Context: an optimization exercise on an open-source flow, tuned for small area. The choices shown serve that exercise and are no tape-out recipe.
The RTL was checked by simulation tests, not by an equivalence proof against the original design.
The flow treats the clock pin as an ideal source, which a real chip does not have.
Power is estimated from default activity; no workload was simulated.

==> trial 31: inputs <==
==> flow/design.v <==
`timescale 1ns / 1ps
module periph_top(
    input         clk,
    input         resetn,
    input         req_i,
    input         we_i,
    input  [31:0] addr_i,
    input  [31:0] wdata_i,
    input  [15:0] SW,
    input         BTNU, BTNL, BTNC, BTNR, BTND,
    output        req_m,
    output        we_m,
    output [5:0]  req,
    output        we_d,
    output [2:0]  RDsel_o,
    output [31:0] led_rdata,
    output [31:0] seg_rdata,
    output [31:0] sw_rdata,
    output [15:0] LED,
    output        CA, CB, CC, CD, CE, CF, CG,
    output [7:0]  AN
  );
  wire [2:0] win  = addr_i[14:12];
  wire       base = req_i & addr_i[31] & ~|addr_i[30:15];
  wire       dev  = base & ~(win[2] & win[1]);
  assign req_m   = req_i & ~dev;
  assign we_m    = req_m & we_i;
  assign we_d    = dev & we_i;
  assign req     = {6{dev}} & (6'b1 << win);
  assign RDsel_o = dev ? win + 3'd1 : 3'd0;
  wire [11:0] off = addr_i[11:0];
  reg  [19:0] bt;
  reg         clk_strb;
  wire        bt_tc  = (bt == 20'b01111101001101011001);
  wire        bt_clr = ~resetn | bt_tc;
  always @(posedge clk) begin
    bt       <= ~({bt[18:0], bt[19] ^ bt[16]} | {20{bt_clr}});
    clk_strb <= resetn & (clk_strb ^ bt_tc);
  end
  reg [15:0] LED_reg, data_strb, led_out;
  wire led_a = req[0] & (off == 12'h800);
  wire led_b = req[0] & (off == 12'hF00);
  wire led_wok = we_d & ~|wdata_i[31:16];
  wire        rst   = ~resetn;
  wire [15:0] wd16  = wdata_i[15:0] & {16{resetn}};
  always @(posedge clk) begin
    if ((led_a & led_wok) | rst) LED_reg <= wd16;
    if ((led_b & led_wok) | rst) data_strb <= wd16;
    if (led_a | led_b | rst) led_out <= (led_a & resetn) ? LED_reg : (data_strb & {16{resetn}});
  end
  assign LED = clk_strb ? (LED_reg | data_strb) : (LED_reg & ~data_strb);
  assign led_rdata = {16'b0, led_out};
  reg [31:0] wseg;
  reg        pv;
  reg [7:0]  nsel;         
  wire [7:0] select_seg = ~nsel;
  reg        sv;           
  reg [2:0]  sidx;         
  reg        segw;         
  reg [7:0]  seg_lo;       
  wire [2:0] pidx = seg_lo[6:4];
  wire [3:0] pval = seg_lo[3:0];
  wire [7:0] strb_sel = {8{sv}} & (8'b1 << sidx);
  wire sreq    = req[1];
  wire sw_e    = sreq & we_d;
  wire dig     = (off[11:5] == 7'b0) & (off[1:0] == 2'b0);
  wire o_sel   = (off == 12'h020);
  wire o_strb  = (off == 12'h024);
  wire o_res   = (off == 12'h028);
  wire w4z     = ~|wdata_i[31:4];
  wire w8z     = ~|wdata_i[31:8];
  wire wff     = &wdata_i[7:0];
  wire w74z    = ~|wdata_i[7:4];
  wire       dwr   = sw_e & dig & w4z;
  wire       clr   = rst | (sw_e & o_res);
  wire [3:0] cd    = pval & {4{~clr}};
  integer k;
  always @(posedge clk) begin
    for (k = 0; k < 8; k = k + 1)
      if ((sreq & pv & (pidx == k)) | clr) wseg[4*k +: 4] <= cd;
    if (sreq | rst) begin
      pv     <= resetn & dwr;
      segw   <= resetn & dig;
      seg_lo <= {8{resetn}} & (dig    ? {1'b0, off[4:2], wdata_i[3:0]} :
                               o_sel  ? select_seg :
                               o_strb ? strb_sel : 8'b0);
    end
    if ((sw_e & o_sel & w8z) | clr) nsel <= ~((sw_e & o_res & resetn) ? 8'hFF : wdata_i[7:0] & {8{resetn}});
    if ((sw_e & o_strb & (wff | w74z)) | clr) sv <= resetn & ~(sw_e & o_res) & ~wff & ~wdata_i[3];
  end
  always @(posedge clk)
    if (sw_e & o_strb & w74z) sidx <= wdata_i[2:0];
  assign seg_rdata = segw ? wseg : {24'b0, seg_lo};
  reg [9:0] sc;
  reg       av;            
  reg [2:0] aidx;          
  wire      sc_tc  = (sc == 10'b1100100011);
  wire      sc_clr = ~resetn | sc_tc;
  always @(posedge clk) begin
    sc <= ~({sc[8:0], sc[9] ^ sc[6]} | {10{sc_clr}});
    av <= resetn & (av | sc_tc);
    if (sc_tc) aidx <= {3{av}} & (aidx + 3'd1);
  end
  wire [7:0] anon = {8{av}} & (8'b1 << aidx);
  reg [3:0] cur, prv;
  reg       first;
  always @(posedge clk) begin
    cur   <= {4{resetn}} & ((av & pv & (pidx == aidx)) ? pval : (av ? wseg[4*aidx +: 4] : 4'b0));
    prv   <= cur;
    first <= ~resetn;
  end
  wire [15:0] dhot = 16'b1 << prv;
  wire [6:0]  pat;
  assign pat[6] = |(dhot & 16'b0010100000010010);   
  assign pat[5] = |(dhot & 16'b1101100001100000);   
  assign pat[4] = |(dhot & 16'b1101000000000100);   
  assign pat[3] = |(dhot & 16'b1000010010010010);   
  assign pat[2] = |(dhot & 16'b0000001010111010);   
  assign pat[1] = |(dhot & 16'b0010000010001110);   
  assign pat[0] = |(dhot & 16'b0001000010000011);   
  assign {CA, CB, CC, CD, CE, CF, CG} = pat | {7{first}};
  assign AN = ~(anon & (select_seg | (strb_sel & {8{clk_strb}})));
  reg [15:0] sw_out;
  wire sw_a = req[2] & (off == 12'h000);
  wire sw_b = req[2] & (off == 12'h004);
  always @(posedge clk)
    if (sw_a | sw_b | rst)
      sw_out <= {16{resetn}} & (sw_a ? SW : {11'b0, BTNU, BTNL, BTNC, BTNR, BTND});
  assign sw_rdata = {16'b0, sw_out};
endmodule
==> flow/flow/run.sh <==
#!/bin/bash
# Layout flow: the standard flow (standard.sh) with these changes.
#  - Synthesis is the standard flow's own script, except that its abc call maps the logic
#    with an area-oriented script (flow/area.abc) and the extract_fa pass (which
#    makes half/full-adder cells of small xor/and groups) is skipped. Every
#    other pass, flip-flop mapping included, is the standard one, so the
#    registers are the standard synthesis's.
#  - The port buffers are the smallest buffer cell.
#  - One tie cell drives all the constant outputs (no tie fanout repair).
#  - Clock tree synthesis adds no dummy loads, and afterwards each clock buffer
#    (the leaves first, the root last) is made a clkbuf_4 where the flip-flop
#    clock slew stays under 110 ps (flow/shrink_clk.tcl).
set -euo pipefail
W=$PWD
cat >> config.mk <<'EOC'
export BUFFER_PORTS_ARGS = -buffer_cell sky130_fd_sc_hd__buf_1
export SKIP_REPAIR_TIE_FANOUT = 1
export CTS_ARGS = -sink_clustering_enable -repair_clock_nets -dont_use_dummy_load -buf_list sky130_fd_sc_hd__clkbuf_8
EOC
echo "export POST_CTS_TCL = $W/flow/shrink_clk.tcl" >> config.mk
{
  cat <<'EOT'
proc extract_fa {args} { puts "extract_fa skipped" }
proc abc {args} {
  set i [lsearch -exact $args -script]
  if { $i >= 0 } { lset args [expr {$i + 1}] $::env(AREA_ABC_SCRIPT) }
  yosys abc {*}$args
}
EOT
  cat synth_recipe.tcl
} > area_synth.tcl
sed "s|SYNTH_SCRIPT=[^ ]*|SYNTH_SCRIPT=$W/area_synth.tcl|" standard.sh > area_standard.sh
export AREA_ABC_SCRIPT=$W/flow/area.abc
bash area_standard.sh > standard.log 2>&1
==> flow/flow/area.abc <==
strash
balance
rewrite
refactor
balance
rewrite
rewrite -z
balance
refactor -z
rewrite -z
balance
balance
rewrite
refactor
balance
rewrite
rewrite -z
balance
refactor -z
rewrite -z
balance
dch -f
amap
mfs2
strash
dch -f
&get -n
&nf -a -R 1000
&put
mfs2
strash
dch -f
&get -n
&nf -a -R 1000
&put
topo
==> flow/flow/shrink_clk.tcl <==
set small_buf sky130_fd_sc_hd__clkbuf_4
set slew_cap 0.110
proc clk_max_slew {} {
  set m 0.0
  foreach p [get_pins -hierarchical */CLK] {
    set s [get_property $p slew_max]
    if { $s > $m } { set m $s }
  }
  return $m
}
estimate_parasitics -placement
puts "clock buffer resize: max flip-flop clock slew before [clk_max_slew]"
set leaves {}
set roots {}
foreach inst [get_cells -hierarchical clkbuf_*] {
  if { [get_property $inst full_name] == "clkbuf_0_clk" } {
    lappend roots $inst
  } else {
    lappend leaves $inst
  }
}
foreach inst [concat $leaves $roots] {
  set name [get_property $inst full_name]
  set orig [get_property [get_property $inst liberty_cell] name]
  if { $orig == $small_buf } { continue }
  replace_cell $inst $small_buf
  estimate_parasitics -placement
  if { [clk_max_slew] <= $slew_cap } {
    puts "clock buffer resize: $name $orig -> $small_buf"
  } else {
    replace_cell $inst $orig
  }
}
estimate_parasitics -placement
puts "clock buffer resize: max flip-flop clock slew after [clk_max_slew]"
==> flow/standard.sh <==
#!/bin/bash
# synth_recipe.tcl (not shown) runs the flow's synth.tcl, then flattens the netlist and writes it again
# the make line also repeats each setting of config.mk as NAME=value (left out here)
make -C /OpenROAD-flow-scripts/flow DESIGN_CONFIG=/design/flow/config.mk WORK_HOME=/design/flow/orfs CLKGATE_MAP_FILE= SYNTH_SCRIPT=/design/flow/synth_recipe.tcl "${@:-finish}"
==> flow/config.mk <==
export PLATFORM = sky130hd
export DESIGN_NAME = periph_top
export DESIGN_NICKNAME = periph_top
export VERILOG_FILES = /design/flow/design.v
export SDC_FILE = /design/flow/constraint.sdc
export NUM_CORES = 4
export LEC_CHECK = 0
export CAP_MARGIN = 0
export CORE_MARGIN = 2
export CORE_UTILIZATION = 60
export SLEW_MARGIN = 0
export BUFFER_PORTS_ARGS = -buffer_cell sky130_fd_sc_hd__buf_1
export SKIP_REPAIR_TIE_FANOUT = 1
export CTS_ARGS = -sink_clustering_enable -repair_clock_nets -dont_use_dummy_load -buf_list sky130_fd_sc_hd__clkbuf_8
export POST_CTS_TCL = /design/flow/flow/shrink_clk.tcl
==> flow/constraint.sdc <==
create_clock -name core_clock -period 10.0 [get_ports {clk}]
set_input_delay 2.0000 -clock core_clock [delete_from_list [all_inputs] [get_ports {clk}]]
set_output_delay 2.0000 -clock core_clock [all_outputs]
set_load 0.01 [all_outputs]
==> trial 50 (differences from trial 31) <==
--- a/flow/design.v
+++ b/flow/design.v
@@ -51,15 +51,10 @@
   assign LED = clk_strb ? (LED_reg | data_strb) : (LED_reg & ~data_strb);
   assign led_rdata = {16'b0, led_out};
   reg [31:0] wseg;
-  reg        pv;
-  reg [7:0]  nsel;         
-  wire [7:0] select_seg = ~nsel;
+  reg [7:0]  select_seg;
   reg        sv;           
   reg [2:0]  sidx;         
-  reg        segw;         
-  reg [7:0]  seg_lo;       
-  wire [2:0] pidx = seg_lo[6:4];
-  wire [3:0] pval = seg_lo[3:0];
+  reg [31:0] seg_out;
   wire [7:0] strb_sel = {8{sv}} & (8'b1 << sidx);
   wire sreq    = req[1];
   wire sw_e    = sreq & we_d;
@@ -71,26 +66,21 @@
   wire w8z     = ~|wdata_i[31:8];
   wire wff     = &wdata_i[7:0];
   wire w74z    = ~|wdata_i[7:4];
-  wire       dwr   = sw_e & dig & w4z;
+  wire [3:0] wd4   = wdata_i[3:0] & {4{resetn & ~(sw_e & o_res)}};
   wire       clr   = rst | (sw_e & o_res);
-  wire [3:0] cd    = pval & {4{~clr}};
   integer k;
   always @(posedge clk) begin
     for (k = 0; k < 8; k = k + 1)
-      if ((sreq & pv & (pidx == k)) | clr) wseg[4*k +: 4] <= cd;
-    if (sreq | rst) begin
-      pv     <= resetn & dwr;
-      segw   <= resetn & dig;
-      seg_lo <= {8{resetn}} & (dig    ? {1'b0, off[4:2], wdata_i[3:0]} :
-                               o_sel  ? select_seg :
-                               o_strb ? strb_sel : 8'b0);
-    end
-    if ((sw_e & o_sel & w8z) | clr) nsel <= ~((sw_e & o_res & resetn) ? 8'hFF : wdata_i[7:0] & {8{resetn}});
+      if ((sw_e & dig & (off[4:2] == k) & w4z) | clr) wseg[4*k +: 4] <= wd4;
+    if ((sw_e & o_sel & w8z) | clr) select_seg <= (sw_e & o_res & resetn) ? 8'hFF : wdata_i[7:0] & {8{resetn}};
     if ((sw_e & o_strb & (wff | w74z)) | clr) sv <= resetn & ~(sw_e & o_res) & ~wff & ~wdata_i[3];
+    if (sreq | rst) seg_out <= {32{resetn}} & (dig ? wseg :
+                                  o_sel  ? {24'b0, select_seg} :
+                                  o_strb ? {24'b0, strb_sel} : 32'b0);
   end
   always @(posedge clk)
     if (sw_e & o_strb & w74z) sidx <= wdata_i[2:0];
-  assign seg_rdata = segw ? wseg : {24'b0, seg_lo};
+  assign seg_rdata = seg_out;
   reg [9:0] sc;
   reg       av;            
   reg [2:0] aidx;          
@@ -101,24 +91,35 @@
     av <= resetn & (av | sc_tc);
     if (sc_tc) aidx <= {3{av}} & (aidx + 3'd1);
   end
-  wire [7:0] anon = {8{av}} & (8'b1 << aidx);
   reg [3:0] cur, prv;
   reg       first;
   always @(posedge clk) begin
-    cur   <= {4{resetn}} & ((av & pv & (pidx == aidx)) ? pval : (av ? wseg[4*aidx +: 4] : 4'b0));
+    cur   <= (resetn & av) ? wseg[4*aidx +: 4] : 4'b0;
     prv   <= cur;
     first <= ~resetn;
   end
-  wire [15:0] dhot = 16'b1 << prv;
-  wire [6:0]  pat;
-  assign pat[6] = |(dhot & 16'b0010100000010010);   
-  assign pat[5] = |(dhot & 16'b1101100001100000);   
-  assign pat[4] = |(dhot & 16'b1101000000000100);   
-  assign pat[3] = |(dhot & 16'b1000010010010010);   
-  assign pat[2] = |(dhot & 16'b0000001010111010);   
-  assign pat[1] = |(dhot & 16'b0010000010001110);   
-  assign pat[0] = |(dhot & 16'b0001000010000011);   
+  reg [6:0] pat;
+  always @(*)
+    case (prv)
+      4'h0: pat = 7'b0000001;
+      4'h1: pat = 7'b1001111;
+      4'h2: pat = 7'b0010010;
+      4'h3: pat = 7'b0000110;
+      4'h4: pat = 7'b1001100;
+      4'h5: pat = 7'b0100100;
+      4'h6: pat = 7'b0100000;
+      4'h7: pat = 7'b0001111;
+      4'h8: pat = 7'b0000000;
+      4'h9: pat = 7'b0000100;
+      4'hA: pat = 7'b0001000;
+      4'hB: pat = 7'b1100000;
+      4'hC: pat = 7'b0110001;
+      4'hD: pat = 7'b1000010;
+      4'hE: pat = 7'b0110000;
+      default: pat = 7'b0111000;
+    endcase
   assign {CA, CB, CC, CD, CE, CF, CG} = pat | {7{first}};
+  wire [7:0] anon = {8{av}} & (8'b1 << aidx);
   assign AN = ~(anon & (select_seg | (strb_sel & {8{clk_strb}})));
   reg [15:0] sw_out;
   wire sw_a = req[2] & (off == 12'h000);
==> flow/flow/run.sh (replaced) <==
#!/bin/bash
set -e
echo 'export BUFFER_PORTS_ARGS = -buffer_cell sky130_fd_sc_hd__buf_1' >> config.mk
bash standard.sh > standard.log 2>&1
- CAP_MARGIN: 0 -> 20
- CTS_ARGS: -sink_clustering_enable -repair_clock_nets -dont_use_dummy_load -buf_list sky130_fd_sc_hd__clkbuf_8 -> default
- CTS_BUF_LIST: default -> sky130_fd_sc_hd__clkbuf_8
- POST_CTS_TCL: /design/flow/flow/shrink_clk.tcl -> default
- SKIP_REPAIR_TIE_FANOUT: 1 -> default
- SLEW_MARGIN: 0 -> 20
removed: flow/flow/area.abc
removed: flow/flow/shrink_clk.tcl
==> summary of the runs <==
Global-route usage: trial 31 is higher than trial 50 (0.071 points).
In trial 50 the core utilization is higher than in trial 31, by 1.4 points.
Of trial 50 and trial 31, trial 50 has the higher clock power (gap about 90%, measured against trial 31).
Final cell count: trial 31 is lower than trial 50 (9.9%).
In trial 31 the sequential share of layout area is higher than in trial 50, by 1.5 points.
Of trial 50 and trial 31, trial 50 has the higher via count (gap about 6%, measured against trial 31).
Against trial 31, the sequential power of trial 50 is larger by 16%.
Against trial 50, the clock skew of trial 31 is higher by 0.023 ns.
Of trial 50 and trial 31, trial 50 has the higher total power (gap about 32%, measured against trial 31).
Register-to-register slack: trial 50 is higher than trial 31 (0.16 ns).
==> figures <==
| metric | trial 31 | trial 50 |
|---|---|---|
| Post-Synthesis Cells | 586 | 639 |
| Sum of buffers and inverters on the critical path | 2 | 3 |
| Clk power | 270 uW | 509 uW |
| Signal inverters | 10 | 20 |
| Worst EP arrival | 3.80 ns | 3.57 ns |
| Total via count after detailed routing | 5362 | 5693 |
| Sequential element share of the synthesized area | 64.0% | 63.3% |
| Area share of buffers outside the clock network | 10.2% | 8.40% |
| Layout cell share with drive strength beyond 1 | 3.49% | 9.61% |
| Initial standard-cell utilization of the core | 61.2% | 61.5% |
| Met2 wire length | 7960 um | 9070 um |
| Largest net degree at the start of global routing | 33 | 64 |
| Synth cell types | 44 | 52 |
| Post-synthesis cell area | 6960 um2 | 8180 um2 |
| Final cell area excluding filler cells | 7840 um2 | 9350 um2 |
| Status | no timing/DRC/antenna violations | no timing/DRC/antenna violations |
| Worst reg2reg setup slack | 7.81 ns | 7.97 ns |
| Number of vias per cell | 5.84 | 5.59 |
| Hold worst-path end | prv[2] | bt[5] |
| Horiz. Die Dim | 112 um | 121 um |
| Wire length on met1 | 6660 um | 7530 um |

## re-timing with driven ports
No port has a modelled driver above. Below, the same layouts with a new extraction and two added sets of constraints.
Step 1 sets driving cells, clkbuf_16 on the clock port and buf_2 on the other inputs (assumed; they add their load-dependent delay and slew).
Step 2 moves the port delays by t, midway between the first and last clock arrival at a register: inputs arrive t later, outputs are due t later. That takes back most of the time a late clock gives input paths.
Slacks: ideal ports / drivers / drivers and shift; pairs: ideal ports / drivers.
run	t, ns	setup slack, ns	hold slack, ns
trial 31	0.560	4.199 / 4.177 / 4.177	0.305 / 0.305 / 0.305
trial 50	0.485	4.431 / 4.402 / 4.402	0.413 / 0.413 / 0.413
After both steps setup and hold are still met in every run listed. For trial 50, which loses most, drivers alone change the setup slack by -0.029 ns; drivers and shift together by -0.029 ns.
